From an optimization exercise on the open Yosys and OpenROAD flow, aimed at small area, a short achievable clock period and few clock cycles; shortcuts taken in it are not production practice. In this exercise RTL edits were held to simulation tests only and were not proved equivalent to the original.

[flow/design.v]
module fft_core #(
    parameter DATA_WIDTH = 16,
    parameter N = 16
)(
    input  wire clk,
    input  wire reset,
    input  wire start_fft,
    input  wire [N*DATA_WIDTH-1:0] real_in,    
    input  wire [N*DATA_WIDTH-1:0] imag_in,    
    output wire [N*DATA_WIDTH-1:0] real_out,   
    output wire [N*DATA_WIDTH-1:0] imag_out,   
    output reg  fft_done                       
);
    localparam W = DATA_WIDTH;
    wire [N*W-1:0] s1_r, s1_i;    
    wire [4*7*W-1:0] t2;          
    reg  [4*7*W-1:0] st_t;        
    generate if (1) begin : s1g0
        wire [W-1:0] p, q, r, s, t, u, v;
        addsub_blk3 u1 (.a(real_in[0*W +: W]), .b(real_in[2*W +: W]), .s(p), .d(q));
        addsub_blk3 u2 (.a(imag_in[0*W +: W]), .b(imag_in[2*W +: W]), .s(r), .d(s));
        addsub_blk3 u3 (.a(real_in[1*W +: W]), .b(real_in[3*W +: W]), .s(t), .d(u));
        addsub_blk3 u4 (.a(imag_in[1*W +: W]), .b(imag_in[3*W +: W]), .s(v), .d());
        addsub_blk5 u5 (.a(p), .b(t), .s(s1_r[0*W +: W]), .d(s1_r[2*W +: W]));
        addsub_blk5 u6 (.a(r), .b(v), .s(s1_i[0*W +: W]), .d(s1_i[2*W +: W]));
        addsub_blk5 u7 (.a(s), .b(u), .s(s1_i[1*W +: W]), .d(s1_i[3*W +: W]));
        addsub_blk5 u8 (.a(p), .b(v), .s(), .d(s1_r[1*W +: W]));
        addsub_blk5 u9 (.a(q), .b(v), .s(s1_r[3*W +: W]), .d());
    end endgenerate
    generate if (1) begin : s1g1
        wire [W-1:0] p, q, r, s, t, u, v;
        addsub_blk3 u10 (.a(real_in[4*W +: W]), .b(real_in[6*W +: W]), .s(p), .d(q));
        addsub_blk3 u11 (.a(imag_in[4*W +: W]), .b(imag_in[6*W +: W]), .s(r), .d(s));
        addsub_blk3 u12 (.a(real_in[5*W +: W]), .b(real_in[7*W +: W]), .s(t), .d(u));
        addsub_blk3 u13 (.a(imag_in[5*W +: W]), .b(imag_in[7*W +: W]), .s(v), .d());
        addsub_blk5 u14 (.a(p), .b(t), .s(s1_r[4*W +: W]), .d(s1_r[6*W +: W]));
        addsub_blk5 u15 (.a(r), .b(v), .s(s1_i[4*W +: W]), .d(s1_i[6*W +: W]));
        addsub_blk5 u16 (.a(s), .b(u), .s(s1_i[5*W +: W]), .d(s1_i[7*W +: W]));
        addsub_blk5 u17 (.a(p), .b(v), .s(), .d(s1_r[5*W +: W]));
        addsub_blk5 u18 (.a(q), .b(v), .s(s1_r[7*W +: W]), .d());
    end endgenerate
    generate if (1) begin : s1g2
        wire [W-1:0] p, q, r, s, t, u, v;
        addsub_blk3 u19 (.a(real_in[8*W +: W]), .b(real_in[10*W +: W]), .s(p), .d(q));
        addsub_blk3 u20 (.a(imag_in[8*W +: W]), .b(imag_in[10*W +: W]), .s(r), .d(s));
        addsub_blk3 u21 (.a(real_in[9*W +: W]), .b(real_in[11*W +: W]), .s(t), .d(u));
        addsub_blk3 u22 (.a(imag_in[9*W +: W]), .b(imag_in[11*W +: W]), .s(v), .d());
        addsub_blk5 u23 (.a(p), .b(t), .s(s1_r[8*W +: W]), .d(s1_r[10*W +: W]));
        addsub_blk5 u24 (.a(r), .b(v), .s(s1_i[8*W +: W]), .d(s1_i[10*W +: W]));
        addsub_blk5 u25 (.a(s), .b(u), .s(s1_i[9*W +: W]), .d(s1_i[11*W +: W]));
        addsub_blk5 u26 (.a(p), .b(v), .s(), .d(s1_r[9*W +: W]));
        addsub_blk5 u27 (.a(q), .b(v), .s(s1_r[11*W +: W]), .d());
    end endgenerate
    generate if (1) begin : s1g3
        wire [W-1:0] p, q, r, s, t, u, v;
        addsub_blk3 u28 (.a(real_in[12*W +: W]), .b(real_in[14*W +: W]), .s(p), .d(q));
        addsub_blk3 u29 (.a(imag_in[12*W +: W]), .b(imag_in[14*W +: W]), .s(r), .d(s));
        addsub_blk3 u30 (.a(real_in[13*W +: W]), .b(real_in[15*W +: W]), .s(t), .d(u));
        addsub_blk3 u31 (.a(imag_in[13*W +: W]), .b(imag_in[15*W +: W]), .s(v), .d());
        addsub_blk5 u32 (.a(p), .b(t), .s(s1_r[12*W +: W]), .d(s1_r[14*W +: W]));
        addsub_blk5 u33 (.a(r), .b(v), .s(s1_i[12*W +: W]), .d(s1_i[14*W +: W]));
        addsub_blk5 u34 (.a(s), .b(u), .s(s1_i[13*W +: W]), .d(s1_i[15*W +: W]));
        addsub_blk5 u35 (.a(p), .b(v), .s(), .d(s1_r[13*W +: W]));
        addsub_blk5 u36 (.a(q), .b(v), .s(s1_r[15*W +: W]), .d());
    end endgenerate
    generate if (1) begin : s2g0
        addsub_blk5 u37 (.a(s1_r[0*W +: W]), .b(s1_r[8*W +: W]), .s(t2[0*W +: W]), .d(t2[1*W +: W]));
        addsub_blk5 u38 (.a(s1_i[0*W +: W]), .b(s1_i[8*W +: W]), .s(t2[2*W +: W]), .d(t2[3*W +: W]));
        addsub_blk5 u39 (.a(s1_r[4*W +: W]), .b(s1_r[12*W +: W]), .s(t2[4*W +: W]), .d(t2[5*W +: W]));
        addsub_blk5 u40 (.a(s1_i[4*W +: W]), .b(s1_i[12*W +: W]), .s(t2[6*W +: W]), .d());
        addsub_blk5 u41 (.a(st_t[0*W +: W]), .b(st_t[4*W +: W]), .s(real_out[0*W +: W]), .d(real_out[8*W +: W]));
        addsub_blk5 u42 (.a(st_t[2*W +: W]), .b(st_t[6*W +: W]), .s(imag_out[0*W +: W]), .d(imag_out[8*W +: W]));
        addsub_blk5 u43 (.a(st_t[3*W +: W]), .b(st_t[5*W +: W]), .s(imag_out[4*W +: W]), .d(imag_out[12*W +: W]));
        addsub_blk5 u44 (.a(st_t[0*W +: W]), .b(st_t[6*W +: W]), .s(), .d(real_out[4*W +: W]));
        addsub_blk5 u45 (.a(st_t[1*W +: W]), .b(st_t[6*W +: W]), .s(real_out[12*W +: W]), .d());
    end endgenerate
    generate if (1) begin : s2g1
        addsub_blk5 u46 (.a(s1_r[1*W +: W]), .b(s1_r[9*W +: W]), .s(t2[7*W +: W]), .d(t2[8*W +: W]));
        addsub_blk5 u47 (.a(s1_i[1*W +: W]), .b(s1_i[9*W +: W]), .s(t2[9*W +: W]), .d(t2[10*W +: W]));
        addsub_blk5 u48 (.a(s1_r[5*W +: W]), .b(s1_r[13*W +: W]), .s(t2[11*W +: W]), .d(t2[12*W +: W]));
        addsub_blk5 u49 (.a(s1_i[5*W +: W]), .b(s1_i[13*W +: W]), .s(t2[13*W +: W]), .d());
        addsub_blk5 u50 (.a(st_t[7*W +: W]), .b(st_t[11*W +: W]), .s(real_out[1*W +: W]), .d(real_out[9*W +: W]));
        addsub_blk5 u51 (.a(st_t[9*W +: W]), .b(st_t[13*W +: W]), .s(imag_out[1*W +: W]), .d(imag_out[9*W +: W]));
        addsub_blk5 u52 (.a(st_t[10*W +: W]), .b(st_t[12*W +: W]), .s(imag_out[5*W +: W]), .d(imag_out[13*W +: W]));
        addsub_blk5 u53 (.a(st_t[7*W +: W]), .b(st_t[13*W +: W]), .s(), .d(real_out[5*W +: W]));
        addsub_blk5 u54 (.a(st_t[8*W +: W]), .b(st_t[13*W +: W]), .s(real_out[13*W +: W]), .d());
    end endgenerate
    generate if (1) begin : s2g2
        addsub_blk5 u55 (.a(s1_r[2*W +: W]), .b(s1_r[10*W +: W]), .s(t2[14*W +: W]), .d(t2[15*W +: W]));
        addsub_blk5 u56 (.a(s1_i[2*W +: W]), .b(s1_i[10*W +: W]), .s(t2[16*W +: W]), .d(t2[17*W +: W]));
        addsub_blk5 u57 (.a(s1_r[6*W +: W]), .b(s1_r[14*W +: W]), .s(t2[18*W +: W]), .d(t2[19*W +: W]));
        addsub_blk5 u58 (.a(s1_i[6*W +: W]), .b(s1_i[14*W +: W]), .s(t2[20*W +: W]), .d());
        addsub_blk5 u59 (.a(st_t[14*W +: W]), .b(st_t[18*W +: W]), .s(real_out[2*W +: W]), .d(real_out[10*W +: W]));
        addsub_blk5 u60 (.a(st_t[16*W +: W]), .b(st_t[20*W +: W]), .s(imag_out[2*W +: W]), .d(imag_out[10*W +: W]));
        addsub_blk5 u61 (.a(st_t[17*W +: W]), .b(st_t[19*W +: W]), .s(imag_out[6*W +: W]), .d(imag_out[14*W +: W]));
        addsub_blk5 u62 (.a(st_t[14*W +: W]), .b(st_t[20*W +: W]), .s(), .d(real_out[6*W +: W]));
        addsub_blk5 u63 (.a(st_t[15*W +: W]), .b(st_t[20*W +: W]), .s(real_out[14*W +: W]), .d());
    end endgenerate
    generate if (1) begin : s2g3
        addsub_blk5 u64 (.a(s1_r[3*W +: W]), .b(s1_r[11*W +: W]), .s(t2[21*W +: W]), .d(t2[22*W +: W]));
        addsub_blk5 u65 (.a(s1_i[3*W +: W]), .b(s1_i[11*W +: W]), .s(t2[23*W +: W]), .d(t2[24*W +: W]));
        addsub_blk5 u66 (.a(s1_r[7*W +: W]), .b(s1_r[15*W +: W]), .s(t2[25*W +: W]), .d(t2[26*W +: W]));
        addsub_blk5 u67 (.a(s1_i[7*W +: W]), .b(s1_i[15*W +: W]), .s(t2[27*W +: W]), .d());
        addsub_blk5 u68 (.a(st_t[21*W +: W]), .b(st_t[25*W +: W]), .s(real_out[3*W +: W]), .d(real_out[11*W +: W]));
        addsub_blk5 u69 (.a(st_t[23*W +: W]), .b(st_t[27*W +: W]), .s(imag_out[3*W +: W]), .d(imag_out[11*W +: W]));
        addsub_blk5 u70 (.a(st_t[24*W +: W]), .b(st_t[26*W +: W]), .s(imag_out[7*W +: W]), .d(imag_out[15*W +: W]));
        addsub_blk5 u71 (.a(st_t[21*W +: W]), .b(st_t[27*W +: W]), .s(), .d(real_out[7*W +: W]));
        addsub_blk5 u72 (.a(st_t[22*W +: W]), .b(st_t[27*W +: W]), .s(real_out[15*W +: W]), .d());
    end endgenerate
    always @(posedge clk) begin
        st_t <= t2;
    end
    always @(posedge clk or posedge reset) begin
        if (reset) fft_done <= 1'b0;
        else       fft_done <= start_fft;
    end
endmodule
module addsub_blk3 (
    input  wire [15:0] a,
    input  wire [15:0] b,
    output wire [15:0] s,
    output wire [15:0] d
);
    wire [15:0] x = a ^ b;
    wire [15:0] y = a & b;
    wire [15:0] z = a & x;      
    wire [15:0] xn = ~x;        
    wire sg0_1 = y[0] | (x[0] & 1'b0);
    wire sg0_4 = y[3] | (x[3] & y[2]);
    wire sp0_4 = x[3] & x[2];
    wire sg0_7 = y[6] | (x[6] & y[5]);
    wire sp0_7 = x[6] & x[5];
    wire sg0_10 = y[9] | (x[9] & y[8]);
    wire sp0_10 = x[9] & x[8];
    wire sg0_13 = y[12] | (x[12] & y[11]);
    wire sp0_13 = x[12] & x[11];
    wire sg1_2 = y[1] | (x[1] & sg0_1);
    wire sg1_5 = y[4] | (x[4] & sg0_4);
    wire sp1_5 = x[4] & sp0_4;
    wire sg1_8 = y[7] | (x[7] & sg0_7);
    wire sp1_8 = x[7] & sp0_7;
    wire sg1_11 = y[10] | (x[10] & sg0_10);
    wire sp1_11 = x[10] & sp0_10;
    wire sg1_14 = y[13] | (x[13] & sg0_13);
    wire sp1_14 = x[13] & sp0_13;
    wire sg2_5 = sg1_5 | (sp1_5 & sg1_2);
    wire sg2_11 = sg1_11 | (sp1_11 & sg1_8);
    wire sp2_11 = sp1_11 & sp1_8;
    wire sg3_8 = sg1_8 | (sp1_8 & sg2_5);
    wire sg3_11 = sg2_11 | (sp2_11 & sg2_5);
    wire sg4_14 = sg1_14 | (sp1_14 & sg3_11);
    wire sg5_3 = y[2] | (x[2] & sg1_2);
    wire sg5_4 = sg0_4 | (sp0_4 & sg1_2);
    wire sg5_6 = y[5] | (x[5] & sg2_5);
    wire sg5_7 = sg0_7 | (sp0_7 & sg2_5);
    wire sg5_9 = y[8] | (x[8] & sg3_8);
    wire sg5_10 = sg0_10 | (sp0_10 & sg3_8);
    wire sg5_12 = y[11] | (x[11] & sg3_11);
    wire sg5_13 = sg0_13 | (sp0_13 & sg3_11);
    wire sg5_15 = y[14] | (x[14] & sg4_14);
    wire dg0_1 = z[0] | (xn[0] & 1'b1);
    wire dg0_4 = z[3] | (xn[3] & z[2]);
    wire dp0_4 = xn[3] & xn[2];
    wire dg0_7 = z[6] | (xn[6] & z[5]);
    wire dp0_7 = xn[6] & xn[5];
    wire dg0_10 = z[9] | (xn[9] & z[8]);
    wire dp0_10 = xn[9] & xn[8];
    wire dg0_13 = z[12] | (xn[12] & z[11]);
    wire dp0_13 = xn[12] & xn[11];
    wire dg1_2 = z[1] | (xn[1] & dg0_1);
    wire dg1_5 = z[4] | (xn[4] & dg0_4);
    wire dp1_5 = xn[4] & dp0_4;
    wire dg1_8 = z[7] | (xn[7] & dg0_7);
    wire dp1_8 = xn[7] & dp0_7;
    wire dg1_11 = z[10] | (xn[10] & dg0_10);
    wire dp1_11 = xn[10] & dp0_10;
    wire dg1_14 = z[13] | (xn[13] & dg0_13);
    wire dp1_14 = xn[13] & dp0_13;
    wire dg2_5 = dg1_5 | (dp1_5 & dg1_2);
    wire dg2_11 = dg1_11 | (dp1_11 & dg1_8);
    wire dp2_11 = dp1_11 & dp1_8;
    wire dg3_8 = dg1_8 | (dp1_8 & dg2_5);
    wire dg3_11 = dg2_11 | (dp2_11 & dg2_5);
    wire dg4_14 = dg1_14 | (dp1_14 & dg3_11);
    wire dg5_3 = z[2] | (xn[2] & dg1_2);
    wire dg5_4 = dg0_4 | (dp0_4 & dg1_2);
    wire dg5_6 = z[5] | (xn[5] & dg2_5);
    wire dg5_7 = dg0_7 | (dp0_7 & dg2_5);
    wire dg5_9 = z[8] | (xn[8] & dg3_8);
    wire dg5_10 = dg0_10 | (dp0_10 & dg3_8);
    wire dg5_12 = z[11] | (xn[11] & dg3_11);
    wire dg5_13 = dg0_13 | (dp0_13 & dg3_11);
    wire dg5_15 = z[14] | (xn[14] & dg4_14);
    assign s[0] = x[0] ^ 1'b0;
    assign d[0] = xn[0] ^ 1'b1;
    assign s[1] = x[1] ^ sg0_1;
    assign d[1] = xn[1] ^ dg0_1;
    assign s[2] = x[2] ^ sg1_2;
    assign d[2] = xn[2] ^ dg1_2;
    assign s[3] = x[3] ^ sg5_3;
    assign d[3] = xn[3] ^ dg5_3;
    assign s[4] = x[4] ^ sg5_4;
    assign d[4] = xn[4] ^ dg5_4;
    assign s[5] = x[5] ^ sg2_5;
    assign d[5] = xn[5] ^ dg2_5;
    assign s[6] = x[6] ^ sg5_6;
    assign d[6] = xn[6] ^ dg5_6;
    assign s[7] = x[7] ^ sg5_7;
    assign d[7] = xn[7] ^ dg5_7;
    assign s[8] = x[8] ^ sg3_8;
    assign d[8] = xn[8] ^ dg3_8;
    assign s[9] = x[9] ^ sg5_9;
    assign d[9] = xn[9] ^ dg5_9;
    assign s[10] = x[10] ^ sg5_10;
    assign d[10] = xn[10] ^ dg5_10;
    assign s[11] = x[11] ^ sg3_11;
    assign d[11] = xn[11] ^ dg3_11;
    assign s[12] = x[12] ^ sg5_12;
    assign d[12] = xn[12] ^ dg5_12;
    assign s[13] = x[13] ^ sg5_13;
    assign d[13] = xn[13] ^ dg5_13;
    assign s[14] = x[14] ^ sg4_14;
    assign d[14] = xn[14] ^ dg4_14;
    assign s[15] = x[15] ^ sg5_15;
    assign d[15] = xn[15] ^ dg5_15;
endmodule
module addsub_blk5 (
    input  wire [15:0] a,
    input  wire [15:0] b,
    output wire [15:0] s,
    output wire [15:0] d
);
    wire [15:0] x = a ^ b;
    wire [15:0] y = a & b;
    wire [15:0] z = a & x;      
    wire [15:0] xn = ~x;        
    wire sg0_1 = y[0] | (x[0] & 1'b0);
    wire sg0_6 = y[5] | (x[5] & y[4]);
    wire sp0_6 = x[5] & x[4];
    wire sg0_11 = y[10] | (x[10] & y[9]);
    wire sp0_11 = x[10] & x[9];
    wire sg1_2 = y[1] | (x[1] & sg0_1);
    wire sg1_7 = y[6] | (x[6] & sg0_6);
    wire sp1_7 = x[6] & sp0_6;
    wire sg1_12 = y[11] | (x[11] & sg0_11);
    wire sp1_12 = x[11] & sp0_11;
    wire sg2_3 = y[2] | (x[2] & sg1_2);
    wire sg2_8 = y[7] | (x[7] & sg1_7);
    wire sp2_8 = x[7] & sp1_7;
    wire sg2_13 = y[12] | (x[12] & sg1_12);
    wire sp2_13 = x[12] & sp1_12;
    wire sg3_4 = y[3] | (x[3] & sg2_3);
    wire sg3_9 = y[8] | (x[8] & sg2_8);
    wire sp3_9 = x[8] & sp2_8;
    wire sg3_14 = y[13] | (x[13] & sg2_13);
    wire sp3_14 = x[13] & sp2_13;
    wire sg4_9 = sg3_9 | (sp3_9 & sg3_4);
    wire sg5_14 = sg3_14 | (sp3_14 & sg4_9);
    wire sg6_5 = y[4] | (x[4] & sg3_4);
    wire sg6_6 = sg0_6 | (sp0_6 & sg3_4);
    wire sg6_7 = sg1_7 | (sp1_7 & sg3_4);
    wire sg6_8 = sg2_8 | (sp2_8 & sg3_4);
    wire sg6_10 = y[9] | (x[9] & sg4_9);
    wire sg6_11 = sg0_11 | (sp0_11 & sg4_9);
    wire sg6_12 = sg1_12 | (sp1_12 & sg4_9);
    wire sg6_13 = sg2_13 | (sp2_13 & sg4_9);
    wire sg6_15 = y[14] | (x[14] & sg5_14);
    wire dg0_1 = z[0] | (xn[0] & 1'b1);
    wire dg0_6 = z[5] | (xn[5] & z[4]);
    wire dp0_6 = xn[5] & xn[4];
    wire dg0_11 = z[10] | (xn[10] & z[9]);
    wire dp0_11 = xn[10] & xn[9];
    wire dg1_2 = z[1] | (xn[1] & dg0_1);
    wire dg1_7 = z[6] | (xn[6] & dg0_6);
    wire dp1_7 = xn[6] & dp0_6;
    wire dg1_12 = z[11] | (xn[11] & dg0_11);
    wire dp1_12 = xn[11] & dp0_11;
    wire dg2_3 = z[2] | (xn[2] & dg1_2);
    wire dg2_8 = z[7] | (xn[7] & dg1_7);
    wire dp2_8 = xn[7] & dp1_7;
    wire dg2_13 = z[12] | (xn[12] & dg1_12);
    wire dp2_13 = xn[12] & dp1_12;
    wire dg3_4 = z[3] | (xn[3] & dg2_3);
    wire dg3_9 = z[8] | (xn[8] & dg2_8);
    wire dp3_9 = xn[8] & dp2_8;
    wire dg3_14 = z[13] | (xn[13] & dg2_13);
    wire dp3_14 = xn[13] & dp2_13;
    wire dg4_9 = dg3_9 | (dp3_9 & dg3_4);
    wire dg5_14 = dg3_14 | (dp3_14 & dg4_9);
    wire dg6_5 = z[4] | (xn[4] & dg3_4);
    wire dg6_6 = dg0_6 | (dp0_6 & dg3_4);
    wire dg6_7 = dg1_7 | (dp1_7 & dg3_4);
    wire dg6_8 = dg2_8 | (dp2_8 & dg3_4);
    wire dg6_10 = z[9] | (xn[9] & dg4_9);
    wire dg6_11 = dg0_11 | (dp0_11 & dg4_9);
    wire dg6_12 = dg1_12 | (dp1_12 & dg4_9);
    wire dg6_13 = dg2_13 | (dp2_13 & dg4_9);
    wire dg6_15 = z[14] | (xn[14] & dg5_14);
    assign s[0] = x[0] ^ 1'b0;
    assign d[0] = xn[0] ^ 1'b1;
    assign s[1] = x[1] ^ sg0_1;
    assign d[1] = xn[1] ^ dg0_1;
    assign s[2] = x[2] ^ sg1_2;
    assign d[2] = xn[2] ^ dg1_2;
    assign s[3] = x[3] ^ sg2_3;
    assign d[3] = xn[3] ^ dg2_3;
    assign s[4] = x[4] ^ sg3_4;
    assign d[4] = xn[4] ^ dg3_4;
    assign s[5] = x[5] ^ sg6_5;
    assign d[5] = xn[5] ^ dg6_5;
    assign s[6] = x[6] ^ sg6_6;
    assign d[6] = xn[6] ^ dg6_6;
    assign s[7] = x[7] ^ sg6_7;
    assign d[7] = xn[7] ^ dg6_7;
    assign s[8] = x[8] ^ sg6_8;
    assign d[8] = xn[8] ^ dg6_8;
    assign s[9] = x[9] ^ sg4_9;
    assign d[9] = xn[9] ^ dg4_9;
    assign s[10] = x[10] ^ sg6_10;
    assign d[10] = xn[10] ^ dg6_10;
    assign s[11] = x[11] ^ sg6_11;
    assign d[11] = xn[11] ^ dg6_11;
    assign s[12] = x[12] ^ sg6_12;
    assign d[12] = xn[12] ^ dg6_12;
    assign s[13] = x[13] ^ sg6_13;
    assign d[13] = xn[13] ^ dg6_13;
    assign s[14] = x[14] ^ sg5_14;
    assign d[14] = xn[14] ^ dg5_14;
    assign s[15] = x[15] ^ sg6_15;
    assign d[15] = xn[15] ^ dg6_15;
endmodule
[flow/config.mk]
export PLATFORM = sky130hd
export DESIGN_NAME = fft_core
export DESIGN_NICKNAME = fft_core
export VERILOG_FILES = /design/flow/design.v
export SDC_FILE = /design/flow/constraint.sdc
export NUM_CORES = 4
export LEC_CHECK = 0
export CAP_MARGIN = 20
export CORE_MARGIN = 2
export CORE_UTILIZATION = 55
export CTS_BUF_LIST = sky130_fd_sc_hd__clkbuf_8
export GPL_TIMING_DRIVEN = 0
export PLACE_DENSITY = 0.7
export SETUP_SLACK_MARGIN = 0.4
export SLEW_MARGIN = 20
[flow/flow/run.sh]
#!/bin/bash
set -o pipefail
cp standard.sh standard.sh.txt 2>/dev/null
export BUFFER_PORTS_ARGS="-buffer_cell sky130_fd_sc_hd__buf_1"
bash standard.sh > standard.log 2>&1
[flow/constraint.sdc]
create_clock -name core_clock -period 7.0 [get_ports {clk}]
set_input_delay 1.4000 -clock core_clock [delete_from_list [all_inputs] [get_ports {clk}]]
set_output_delay 1.4000 -clock core_clock [all_outputs]
set_load 0.01 [all_outputs]
[flow/standard.sh]
#!/bin/bash
# synth_recipe.tcl (not shown) runs the flow's synth.tcl, then flattens the netlist and writes it again
# the make line also repeats each setting of config.mk as NAME=value (left out here)
make -C /OpenROAD-flow-scripts/flow DESIGN_CONFIG=/design/flow/config.mk WORK_HOME=/design/flow/orfs CLKGATE_MAP_FILE= SYNTH_SCRIPT=/design/flow/synth_recipe.tcl "${@:-finish}"
==> summary.txt, run 1 <==
Placed cells -> 9961
Fmax -> 149 MHz
MaxCap Viol Count -> 0
Hold buffers post-CTS -> 0
Area of the multi-input gates -> 0.0556 mm2
Final Cell Area -> 0.0773 mm2
Yosys warns -> 1
Reg area -> 0.00861 mm2
Post-synthesis instance total -> 7410
Clock Tree Root -> clkbuf_8
DRC violations left -> 0
Area grow syn2layout -> 20.0%
Ys async rst share -> 0.00233
Placed instance area -> 0.0705 mm2
Crit. End Element -> flop
Number of H-tree levels -> 3
Nets -> 10.7k
Status -> complete, no violations
Fillers -> 10.1k
Starting density of the core -> 0.554
Die width -> 346 um
Max-slew headroom -> 0.190
Distinct cells, synth -> 98
Fin. Hold Viols -> 0
Routability congestion estimate from global placement -> 1.02
Commonest cells after routing, fill and taps aside -> ha_1, buf_1, inv_1
Vias post-DR -> 58.2k
Total wire length -> 253000 um
Vias/cell -> 5.64
Finish-stage setup viols -> 0
Synth Flop Type -> dfxtp_1
Vias in the first global route -> 56.2k
Synth Cell Area -> 0.0644 mm2
RSZ-0062 raised after global routing -> true
Post-synth top area cell -> ha_1
Seq/Total Area, Yosys -> 0.133
Crit path DAT -> 7260 ps
CTS buffer count -> 82
Slew Viols, Final -> 0
DIE HEIGHT -> 346 um
Total GRT Usage -> 0.405
Post-layout min period -> 6700 ps
PortBufs -> 1027
Req. time, crit path -> 7570 ps
Pin count of the biggest net entering global routing -> 13
Hold crit path type -> in2async
Post-Syn Nets -> 9375
Ports -> 1028
Initial DRC Count -> 4736
Pre-antenna DRT Iters -> 7
Worst-path clk slew -> 60 ps
CTS max path bufs -> 3
Die area -> 0.120 mm2
Site Rows -> 125
Initial antenna violation count -> 77
Share of layout cells above drive strength 1 -> 0.135
Worst setup path category -> in2reg
Number of flops mapped to enable cells by yosys -> 0
Top cells by area, synth -> ha_1, dfxtp_1, fa_1
CTS tree -> built
Most common library cell in the layout ignoring fill and taps -> ha_1
Startpoint types -> input port
Overflow after GRT -> 0
Slew @ Worst Pin -> 1210 ps
Routed len/inst -> 24.5 um
Max FO, Critical Path -> 4
Synth top area share -> 0.207
CTS sink count -> 429
Avg Cell Area, Syn -> 8.69 um2
ANT nets after route -> 0
Final worst path period share -> 0.957
Post-Layout Cell Count -> 10.3k
Detailed Place HPWL -> 221000 um
First-pass GRT wire length -> 354000 um
Placeable Area -> 0.116 mm2
Register bit total from synthesis -> 429
## cells in the mapped netlist, types with 45 or more instances
library cell and number:
o31ai_1 58, a21o_1 73, dfxtp_1 428, o21bai_1 59, nand2b_1 200, inv_1 934, or2_2 47, mux2_2 45
a211oi_1 68, a21oi_1 368, o21a_1 153, ha_1 1066, xor2_1 494, nor3_1 150, nor2_1 478, and2_1 77
nand2_1 268, clkbuf_1 69, fa_1 384, xnor2_1 856, mux2i_1 83, nor2b_1 242, o21ai_0 284
## metal layers
metal | part of all wire | global-route usage
met1 | 0.39 | 0.508
met2 | 0.47 | 0.690
met3 | 0.088 | 0.0576
met4 | 0.054 | 0.179
met5 | 0.00072 | 0
## sequential cells by signal, indices dropped and copies added (netlist names)
name	cells
fft_done	1
st_t	428
## critical path, cell delays in order
cell and delay [ps]:
buf_1 70, ha_2 190, fa_2 390, a21o_1 180, a21o_4 250, a2111oi_4 500
buf_4 190, buf_6 90, nor3_2 40, o41a_1 490, or2_4 300, fa_2 640
ha_4 250, nor4_4 370, nor2_1 100, xor2_1 160, ha_1 320, o21a_1 140
o21ai_1 130, nand2b_1 110, fa_2 370, xnor2_2 160, xnor3_2 410
## path summary, 6_finish.rpt
check | start | end | slack [ps] | cells after the start
min in group core_clock | start_fft | fft_done | 750 | 1
max | imag_in[80] | st_t[335] | 300 | 23
max in group asynchronous | reset | fft_done | 6460 | 2
min | reset | fft_done | 450 | 2
## through the flow
stage / hold slack, ps / TNS [ps] / setup WS (ps) / utilization
after CTS: 399 / 0 / 234 / 0.638
after detailed placement: 1210 / -71640 / -1730 / 0.607
final: 452 / 0 / 304 / 0.665
after floorplan: 1130 / 0 / 399 / -
after global routing: 473 / 0 / 176 / 0.665
after global placement: 1210 / -67900 / -1660 / 0.607
## logic make-up (layout without fill, tap and decap cells)
kind of cell,count (synthesis),after routing,share of synthesized area
AND/OR/NAND/NOR,1585,1585,0.123
adder cells (fa/ha/maj),1492,1492,0.333
AO/OA/AOI/OAI,1387,1387,0.142
XOR/XNOR,1358,1358,0.186
buffers and inverters,1031,2387,0.0615
flip-flops,429,429,0.133
multiplexers,128,128,0.0208
other,0,28,0
## cell type report
type	count	share of cell area
multi-input combinational	5950	0.719
sequential	429	0.111
timing repair buffer	1207	0.0686
inverter	935	0.0455
tap	1524	0.0247
clock buffer	102	0.0182
buffer	96	0.00609
clock inverter	47	0.00552
antenna	28	0.000907
## repair_timing
item | 4_1_cts | 5_1_grt
setup buffers | 60 | 120
gates resized for setup | 304 | 526
setup endpoints to repair | 146 | 111
gates cloned | 0 | 0
pin swaps | 84 | 267
Testbench counts, summed over its fixed seeds: cycles 2,056.
==> run 2, diff against run 1 <==
--- a/flow/config.mk
+++ b/flow/config.mk
@@ -13,3 +13,3 @@
 export PLACE_DENSITY = 0.7
-export SETUP_SLACK_MARGIN = 0.4
+export SETUP_SLACK_MARGIN = 0.1
 export SLEW_MARGIN = 20
==> run 2 against run 1 <==
Compared with the run above: critical endpoint is now st_t[255]; design area down 3.4%; still clean; die area unchanged; critical path type unchanged; flip-flop and latch count unchanged.
==> summary.txt, run 2 <==
Multiplexer share of the synthesized area -> 0.0208 (unchanged)
Ports -> 1028 (unchanged)
CTS buffer count -> 81 (-1.2%)
DRC violations left -> 0 (unchanged)
CTS sink count -> 429 (unchanged)
Clock Tree Root -> clkbuf_8
Min Hold Slack -> 454 ps (+2.19 ps)
Final worst path period share -> 0.970 (+0.0138)
Reg area -> 0.00860 mm2 (-0.10%)
Startpoint types -> input port
Number of flops mapped to enable cells by yosys -> 0 (unchanged)
Seq/Total Area, Yosys -> 0.133 (unchanged)
Initial antenna violation count -> 74 (-3.9%)
Synth top area share -> 0.207 (unchanged)
Place WS -> -1850 ps (-116 ps)
Biggest regs -> st_t x428, fft_done x1
Final Cell Area -> 0.0747 mm2 (-3.4%)
Post-layout min period -> 6790 ps (+96.4 ps)
Post-route setup TNS -> 0 ps (unchanged)
Top cells by area, synth -> ha_1, dfxtp_1, fa_1
Largest family of logic cells by synthesized area -> adder cells
ANT nets after route -> 0 (unchanged)
Initial DRC Count -> 4332 (-8.5%)
Share of layout cells above drive strength 1 -> 0.0877 (-0.0471)
MaxCap Viol Count -> 0 (unchanged)
CTS max path bufs -> 3 (unchanged)
Die area -> 0.120 mm2 (unchanged)
Overflow after GRT -> 0 (unchanged)
Req. time, crit path -> 7620 ps (+50 ps)
Nets -> 10.6k (-1.0%)
Fillers -> 10.2k (+1.6%)
Slew Viols, Final -> 0 (unchanged)
Max reg flops -> 428 (unchanged)
Detailed Place HPWL -> 224000 um (+1.2%)
Pin count of the biggest net entering global routing -> 13 (unchanged)
Avg Cell Area, Syn -> 8.69 um2 (unchanged)
Crit. End Element -> flop
Max FO, Critical Path -> 7 (+3)
Area of the multi-input gates -> 0.0539 mm2 (-3.1%)
Post-Syn Nets -> 9375 (unchanged)
Post-Synth Simple-Gate Area -> 0.123 (unchanged)
Post-Synth Adder-Cell Area -> 0.333 (unchanged)
Fin. Hold Viols -> 0 (unchanged)
Total wire length -> 253000 um (+0.12%)
Synth Flop Type -> dfxtp_1
Vias post-DR -> 57.6k (-0.98%)
Yosys warns -> 1 (unchanged)
Worst-path clk slew -> 60 ps (about the same)
Vias/cell -> 5.65 (about the same)
Synth Cell Area -> 0.0644 mm2 (unchanged)
Area grow syn2layout -> 15.9%
Worst setup path category -> in2reg
Ys async rst share -> 0.00233 (unchanged)
Pre-antenna DRT Iters -> 8 (+1)
Setup ws final -> 208 ps (-96.4 ps)
CTS tree -> built
Max-slew headroom -> 0.215 (+0.0252)
Commonest cells after routing, fill and taps aside -> ha_1, buf_1, inv_1
Routability congestion estimate from global placement -> 1.00 (-1.3%)
Vias in the first global route -> 56.7k (+0.79%)
First-pass GRT wire length -> 355000 um (+0.32%)
Status -> complete, no violations
Synth Area in Compound Gates -> 0.142 (unchanged)
PortBufs -> 1027 (unchanged)
DIE HEIGHT -> 346 um (unchanged)
Die width -> 346 um (unchanged)
Total GRT Usage -> 0.406 (+0.00125)
Most flop-heavy register -> st_t
Hold crit path type -> in2async
Most common cell in the netlist -> ha_1
Fmax -> 147 MHz (-1.4%)
Site Rows -> 125 (unchanged)
Post-synth top area cell -> ha_1
Xor/xnor share of the synthesized area -> 0.186 (unchanged)
Most common library cell in the layout ignoring fill and taps -> ha_1
Distinct cells, synth -> 98 (unchanged)
Starting density of the core -> 0.554 (unchanged)
Top post-synthesis cells by count -> ha_1, inv_1, xnor2_1, xor2_1, nor2_1
Slew @ Worst Pin -> 1170 ps (-37.5 ps)
Routed len/inst -> 24.8 um (+1.2%)
Crit path DAT -> 7410 ps (+150 ps)
Placed instance area -> 0.0702 mm2 (-0.50%)
Register bit total from synthesis -> 429 (unchanged)
Post-synthesis instance total -> 7410 (unchanged)
Finish-stage setup viols -> 0 (unchanged)
RSZ-0062 raised after global routing -> true
Hold buffers post-CTS -> 0 (unchanged)
Number of H-tree levels -> 3 (unchanged)
Placeable Area -> 0.116 mm2 (unchanged)
-- run 2: cell counts after synthesis --
No cell type changed its count.
-- run 2: final timing paths --
path	from	to	slack (ps)	cells after the start
worst max-delay path	real_in[0]	st_t[255]	210	26
worst min-delay path	reset	fft_done	450	2
max in group asynchronous	reset	fft_done	6460	2
min in group core_clock	start_fft	fft_done	760	1
-- run 2: cell type report --
type                    count  area share
multi-input cells        5950       0.721
well taps                1524      0.0255
repair buffers           1098      0.0592
plain buffers              95     0.00610
clock inverters            45     0.00630
diodes                     33     0.00111
inverters                 935      0.0470
clock buffers              99      0.0182
flip-flops and latches    429       0.115
-- run 2: repair_timing --
item | in CTS | in global routing
pin swaps | 29 | 92
setup buffers | 21 | 50
setup endpoints to repair | 103 | 100
gates resized for setup | 158 | 336
-- run 2: worst max-delay path, cell delays in order --
cell and delay, ps:
buf_1 90, ha_1 210, fa_2 360, nor2b_1 160, o31a_1 290, a21oi_2 270, fa_1 580, inv_1 100
ha_1 320, a311oi_2 440, o31ai_1 200, mux2_2 350, o211ai_1 220, o21ai_0 130, xor2_1 230, inv_1 70
ha_1 260, clkbuf_1 200, or3b_2 500, o41ai_1 70, a21oi_1 160, nand3b_1 140, nand3b_1 140, a22oi_2 220
a21oi_1 120, xor2_1 140
-- run 2: cell families after synthesis --
family	count (synthesis)
simple gates	1585
fa+ha+maj	1492
compound gates	1387
xor+xnor	1358
buf+inv	1031
flops	429
mux	128
-- run 2: layer usage --
layer,GRT usage,vias up,share of wire
li1,-,26989,-
met1,0.492,27804,0.38
met2,0.687,2288,0.47
met3,0.0792,529,0.090
met4,0.201,30,0.056
met5,0,-,0.00075
-- run 2: stage by stage --
stage / utilization / std cells
floorplan: - / 7410
global placement: 0.604 / 9961
detailed placement: 0.604 / 9961
CTS: 0.627 / 10125
global route: 0.642 / 10198
finish: 0.643 / 10208
==> run 3, diff against run 2 <==
--- a/flow/config.mk
+++ b/flow/config.mk
@@ -13,3 +13,3 @@
 export PLACE_DENSITY = 0.7
-export SETUP_SLACK_MARGIN = 0.1
+export SETUP_SLACK_MARGIN = 0.2
 export SLEW_MARGIN = 20
==> run 3 against run 2 <==
Compared with the run above: still clean on timing, DRC and antenna; design area rose by 0.11%; hold slack improved by 7.9 ps; die area is the same; first-iteration DRC count up 0.65%; global-route usage down 0.32 points; synthesized cell count is the same; via count down 0.73%; flip-flop and latch count stayed put; setup slack improved by 70 ps; sequential share of layout area hardly changed; largest cell class unchanged; highest routed layer unchanged.
==> summary.txt, run 3 <==
Avg Cell Area, Syn -> 8.69 um2 (unchanged)
Synth Cell Area -> 0.0644 mm2 (unchanged)
Worst setup path category -> in2reg
CTS max path bufs -> 3 (unchanged)
Synth Flop Type -> dfxtp_1
CTS tree -> built
Nets -> 10.6k (+0.12%)
Share of layout cells above drive strength 1 -> 0.0928 (+0.00503)
DIE HEIGHT -> 346 um (unchanged)
Post-Syn Nets -> 9375 (unchanged)
Placed instance area -> 0.0702 mm2 (about the same)
Number of H-tree levels -> 3 (unchanged)
Site Rows -> 125 (unchanged)
Die area -> 0.120 mm2 (unchanged)
Total GRT Usage -> 0.403 (-0.00320)
Post-layout min period -> 6720 ps (-70.1 ps)
Placed cells -> 9961 (unchanged)
Fmax -> 149 MHz (+1.0%)
Seq/Total Area, Yosys -> 0.133 (unchanged)
Distinct cells, synth -> 98 (unchanged)
Post-synth top area cell -> ha_1
Met2 Routed Length -> 116000 um (-2.0%)
Crit. End Element -> flop
Metal1 wirelength -> 96500 um (-0.98%)
Crit path DAT -> 7360 ps (-50 ps)
Post-Layout Cell Count -> 10.2k (+0.19%)
Clock Tree Root -> clkbuf_8
Top cells by area, synth -> ha_1, dfxtp_1, fa_1
Area grow syn2layout -> 16.1%
Status -> complete, no violations
Hold crit path type -> in2async
Yosys warns -> 1 (unchanged)
Startpoint types -> input port
Max reg flops -> 428 (unchanged)
Fin. Hold Viols -> 0 (unchanged)
Slew @ Worst Pin -> 1170 ps (-0.887 ps)
Ports -> 1028 (unchanged)
MaxCap Viol Count -> 0 (unchanged)
Most common cell in the netlist -> ha_1
Finish-stage setup viols -> 0 (unchanged)
Biggest regs -> st_t x428, fft_done x1
Slew Viols, Final -> 0 (unchanged)
Die width -> 346 um (unchanged)
Top post-synthesis cells by count -> ha_1, inv_1, xnor2_1, xor2_1, nor2_1
Overflow after GRT -> 0 (unchanged)
Most common library cell in the layout ignoring fill and taps -> ha_1
RSZ-0062 raised after global routing -> true
Placeable Area -> 0.116 mm2 (unchanged)
Number of flops mapped to enable cells by yosys -> 0 (unchanged)
Fillers -> 10.2k (-0.020%)
DRC violations left -> 0 (unchanged)
Routed len/inst -> 24.4 um (-1.8%)
Min Hold Slack -> 462 ps (+7.94 ps)
Hold buffers post-CTS -> 0 (unchanged)
CTS sink count -> 429 (unchanged)
Commonest cells after routing, fill and taps aside -> ha_1, buf_1, inv_1
Most flop-heavy register -> st_t
CTS buffer count -> 81 (unchanged)
Final Cell Area -> 0.0748 mm2 (+0.11%)
PortBufs -> 1027 (unchanged)
Post-synthesis instance total -> 7410 (unchanged)
Initial DRC Count -> 4360 (+0.65%)
Synth top area share -> 0.207 (unchanged)
Max-slew headroom -> 0.216 (+0.000595)
Starting density of the core -> 0.554 (unchanged)
Pin count of the biggest net entering global routing -> 14 (+1)
ANT nets after route -> 0 (unchanged)
Initial antenna violation count -> 75 (+1.4%)
Req. time, crit path -> 7640 ps (+20 ps)
Register bit total from synthesis -> 429 (unchanged)
Total wire length -> 249000 um (-1.6%)
Top Layer Used -> met5
Vias/cell -> 5.59 (-0.92%)
Ys async rst share -> 0.00233 (unchanged)
Final worst path period share -> 0.960 (-0.0100)
First-pass GRT wire length -> 352000 um (-0.72%)
Routability congestion estimate from global placement -> 1.02 (+1.0%)
Worst-path clk slew -> 70 ps (about the same)
Vias in the first global route -> 56.5k (-0.31%)
Detailed Place HPWL -> 220000 um (-1.4%)
Pre-antenna DRT Iters -> 7 (-1)
Vias post-DR -> 57.2k (-0.73%)
Met3 WL -> 22600 um (-1.1%)
Max FO, Critical Path -> 7 (unchanged)
==> run 3: cell counts after synthesis <==
No cell type changed its count.
==> run 3: path summary, 6_finish.rpt <==
| kind | startpoint | endpoint | slack [ps] | cells past startpoint |
|---|---|---|---|---|
| setup / recovery | real_in[16] | st_t[255] | 280 | 27 |
| hold / removal | reset | fft_done | 460 | 2 |
| max in group asynchronous | reset | fft_done | 6440 | 2 |
| min in group core_clock | start_fft | fft_done | 780 | 1 |
==> run 3: layout make-up <==
| cell class | count | area [um2] | area share |
|---|---|---|---|
| clock buffer | 102 | 1400 | 0.0188 |
| timing repair buffer | 1110 | 4530 | 0.0606 |
| inverter | 935 | 3510 | 0.0470 |
| sequential | 429 | 8600 | 0.115 |
| buffer | 96 | 465 | 0.00623 |
| tap | 1524 | 1910 | 0.0255 |
| antenna | 36 | 90.1 | 0.00121 |
| multi-input combinational | 5950 | 53800 | 0.720 |
| clock inverter | 45 | 413 | 0.00552 |
==> run 3: cell families after synthesis <==
group	Yosys count	share of synthesized area
AND/OR/NAND/NOR	1585	0.123
flip-flops	429	0.133
buffers and inverters	1031	0.0615
adder cells (fa/ha/maj)	1492	0.333
multiplexers	128	0.0208
AO/OA/AOI/OAI	1387	0.142
XOR/XNOR	1358	0.186
==> run 3: layer usage <==
metal  vias to the layer above  track usage
met4                        36        0.188
met5                         -            0
met3                       501       0.0833
li1                      27029            -
met1                     27534        0.486
met2                      2117        0.686
==> run 3: what timing repair did <==
action                                  CTS  global route
gates resized for setup                 200           318
endpoints found under the setup margin  110           107
pin swaps                                41            98
setup buffers                            32            51
==> run 3: worst max-delay path: stages <==
cell and delay [ps]:
buf_1 90, ha_1 210, fa_1 410, nor2b_1 150, o21ai_0 140, nand2b_1 230
a21oi_2 290, fa_1 460, inv_1 80, ha_2 330, a311oi_4 360, o31ai_2 150
mux2_2 330, o211ai_1 240, o21ai_0 140, xor2_1 190, inv_1 60, ha_1 260
clkbuf_1 190, or3b_2 500, o41ai_1 80, a21oi_1 140, nand3b_1 140, nand3b_1 160
a22oi_1 320, a21oi_1 150, xor2_1 150
==> run 3: per-stage QoR <==
stage	util	setup TNS (ps)	setup slack [ps]
after global placement	0.604	-84080	-1960
after CTS	0.629	0	27.7
final	0.643	0	278
after global routing	0.643	0	68.2
after detailed placement	0.604	-91240	-2060
after floorplan	-	0	200
==> run 4, diff against run 3 <==
--- a/flow/config.mk
+++ b/flow/config.mk
@@ -9,6 +9,6 @@
 export CORE_MARGIN = 2
-export CORE_UTILIZATION = 55
+export CORE_UTILIZATION = 60
 export CTS_BUF_LIST = sky130_fd_sc_hd__clkbuf_8
 export GPL_TIMING_DRIVEN = 0
-export PLACE_DENSITY = 0.7
+export PLACE_DENSITY = 0.75
 export SETUP_SLACK_MARGIN = 0.2
==> run 4 against run 3 <==
Compared with the run above: cell count down 0.98%; fmax shrank 0.16%; global-route usage increased by 3.3 points; synthesized cell count unchanged; critical path type is now reg2out.
==> summary.txt, run 4 <==
Fillers -> 8635 (-15%)
Fmax -> 149 MHz (-0.16%)
Detailed Place HPWL -> 218000 um (-1.2%)
Post-route setup TNS -> 0 ps (unchanged)
Final Cell Area -> 0.0751 mm2 (+0.48%)
Slew Viols, Final -> 0 (unchanged)
ANT nets after route -> 0 (unchanged)
Vias post-DR -> 58.7k (+2.5%)
Worst-path clk slew -> 70 ps (about the same)
Placed instance area -> 0.0701 mm2 (-0.22%)
Slew @ Worst Pin -> 1150 ps (-21.4 ps)
Overflow after GRT -> 0 (unchanged)
Biggest regs -> st_t x428, fft_done x1
Initial DRC Count -> 4521 (+3.7%)
CTS sink count -> 429 (unchanged)
Max FO, Critical Path -> 6 (-1)
Top cells by area, synth -> ha_1, dfxtp_1, fa_1
Synth Flop Type -> dfxtp_1
Crit path DAT -> 5330 ps (-2030 ps)
First-pass GRT wire length -> 352000 um (about the same)
Setup ws final -> 267 ps (-11.1 ps)
Ports -> 1028 (unchanged)
CTS tree -> built
Register bit total from synthesis -> 429 (unchanged)
Most common cell in the netlist -> ha_1
Post-Synth Simple-Gate Area -> 0.123 (unchanged)
Max reg flops -> 428 (unchanged)
Area grow syn2layout -> 16.6%
Status -> complete, no violations
Yosys warns -> 1 (unchanged)
Die width -> 332 um (-4.2%)
RSZ-0062 raised after global routing -> true
Max-slew headroom -> 0.230 (+0.0144)
Finish-stage setup viols -> 0 (unchanged)
Post-layout min period -> 6730 ps (+11.1 ps)
Top post-synthesis cells by count -> ha_1, inv_1, xnor2_1, xor2_1, nor2_1
Distinct cells, synth -> 98 (unchanged)
DIE HEIGHT -> 332 um (-4.2%)
Final worst path period share -> 0.962 (+0.00158)
Number of H-tree levels -> 3 (unchanged)
Worst setup path category -> reg2out
Vias in the first global route -> 58.0k (+2.6%)
Site Rows -> 120 (-4.0%)
Synth top area share -> 0.207 (unchanged)
Total wire length -> 250000 um (+0.27%)
Multiplexer share of the synthesized area -> 0.0208 (unchanged)
Starting density of the core -> 0.603 (+0.0491)
Placeable Area -> 0.107 mm2 (-8.1%)
Post-Syn Nets -> 9375 (unchanged)
Number of flops mapped to enable cells by yosys -> 0 (unchanged)
CTS buffer count -> 80 (-1.2%)
DRC violations left -> 0 (unchanged)
Xor/xnor share of the synthesized area -> 0.186 (unchanged)
CTS max path bufs -> 3 (unchanged)
Most flop-heavy register -> st_t
Startpoint types -> flop
Post-synthesis instance total -> 7410 (unchanged)
Pin count of the biggest net entering global routing -> 12 (-2)
Post-synth top area cell -> ha_1
Vias/cell -> 5.79 (+3.5%)
Place WS -> -1750 ps (+313 ps)
PortBufs -> 1027 (unchanged)
Nets -> 10.6k (+0.13%)
Post-Synth Adder-Cell Area -> 0.333 (unchanged)
Avg Cell Area, Syn -> 8.69 um2 (unchanged)
Crit. End Element -> output pin
Synth Area in Compound Gates -> 0.142 (unchanged)
Ys async rst share -> 0.00233 (unchanged)
Die area -> 0.110 mm2 (-8.2%)
Min Hold Slack -> 503 ps (+40.6 ps)
Seq/Total Area, Yosys -> 0.133 (unchanged)
Hold crit path type -> in2async
Synth Cell Area -> 0.0644 mm2 (unchanged)
MaxCap Viol Count -> 0 (unchanged)
Pre-antenna DRT Iters -> 6 (-1)
Share of layout cells above drive strength 1 -> 0.100 (+0.00719)
Total GRT Usage -> 0.436 (+0.0329)
Most common library cell in the layout ignoring fill and taps -> ha_1
Clock Tree Root -> clkbuf_8
Commonest cells after routing, fill and taps aside -> ha_1, buf_1, inv_1
Initial antenna violation count -> 85 (+13%)
Largest family of logic cells by synthesized area -> adder cells
Fin. Hold Viols -> 0 (unchanged)
Hold buffers post-CTS -> 0 (unchanged)
Routed len/inst -> 24.7 um (+1.3%)
Routability congestion estimate from global placement -> 1.05 (+3.8%)
Req. time, crit path -> 5600 ps (-2040 ps)
-- run 4: layer usage --
layer / wire, um / vias up / part of all wire / track usage
li1: - / 27006 / - / -
met1: 91300 / 28286 / 0.37 / 0.507
met2: 115000 / 2575 / 0.46 / 0.729
met3: 25400 / 741 / 0.10 / 0.100
met4: 17800 / 58 / 0.071 / 0.266
met5: 356 / - / 0.0014 / 0
-- run 4: stage by stage --
step | std cells | util
6_report | 10127 | 0.704
3_5_place_dp | 9840 | 0.656
5_1_grt | 10120 | 0.703
4_1_cts | 10030 | 0.684
2_1_floorplan | 7410 | -
3_3_place_gp | 9840 | 0.656
-- run 4: critical path: stages (launching register included) --
cell,delay [ps]
dfxtp_2,390
inv_1,80
ha_1,290
or2_2,320
a31oi_2,270
maj3_2,340
nand2_1,80
o2111a_1,170
o31ai_1,300
a31oi_1,260
nand2b_1,250
a22oi_2,260
maj3_1,280
o21ai_1,110
maj3_1,410
maj3_1,380
xnor2_1,190
buf_1,200
-- run 4: final cells by class --
cell class,count,area (um2),share of cell area
diodes,40,100,0.00133
repair buffers,1125,4630,0.0617
multi-input cells,5950,54200,0.722
flip-flops and latches,429,8600,0.114
clock buffers,101,1390,0.0185
plain buffers,96,462,0.00615
inverters,935,3510,0.0467
well taps,1403,1760,0.0234
clock inverters,48,464,0.00618
-- run 4: cells by family (layout without fill, tap and decap cells) --
group / count (synthesis) / in the layout
AO/OA/AOI/OAI: 1387 / 1387
XOR/XNOR: 1358 / 1358
adder cells (fa/ha/maj): 1492 / 1492
buffers and inverters: 1031 / 2305
flip-flops: 429 / 429
multiplexers: 128 / 128
other: 0 / 40
AND/OR/NAND/NOR: 1585 / 1585
-- run 4: worst max path at each step --
stage	startpoint	end	slack, ps	cells past startpoint
4_1_cts	imag_in[16]	st_t[127]	140	25
6_report	st_t[352]	real_out[95]	270	17
3_3_place_gp	imag_in[16]	st_t[127]	-1720	25
2_1_floorplan	real_in[64]	st_t[79]	200	24
5_1_grt	imag_in[128]	st_t[47]	100	28
3_5_place_dp	imag_in[16]	st_t[351]	-1750	28
-- run 4: repair_timing --
action	4_1_cts	5_1_grt
setup endpoints to repair	105	105
resized for setup	208	370
pin swaps	59	125
buffers inserted	41	57

-- static timing again, ports no longer ideal --
Ports are ideal in the flow. The routed layouts listed here were re-timed in OpenROAD. Step 1: set_driving_cell puts a clkbuf_16 on clk and a buf_2 on each other input, an assumption about the parent block. Step 2 times the ports against the registers' clock, not the clock port: input delays grow and output delays shrink by t, the midpoint of the rising clock arrivals with the driver on. Slacks: no drivers / after step 1 / after step 2; pairs: no drivers / after step 1.
run | t (ns) | slack for setup (ns) | hold WS [ns] | worst data-port slew with drivers (ns)
run 1 | 0.833 | 0.304 / 0.360 / -0.473 | 0.452 / 0.394 / 1.227 | 0.23
run 2 | 0.824 | 0.208 / 0.173 / -0.558 | 0.454 / 0.397 / 1.220 | 0.22
run 3 | 0.812 | 0.278 / 0.249 / -0.483 | 0.462 / 0.409 / 1.221 | 0.21
run 4 | 0.794 | 0.267 / 0.187 / -0.442 | 0.503 / 0.449 / 1.243 | 0.21
With both steps, setup timing fails in every run listed, where it was met with ideal ports. For run 1, which loses most, drivers alone change the setup slack by +0.056 ns; drivers and shift together by -0.777 ns.
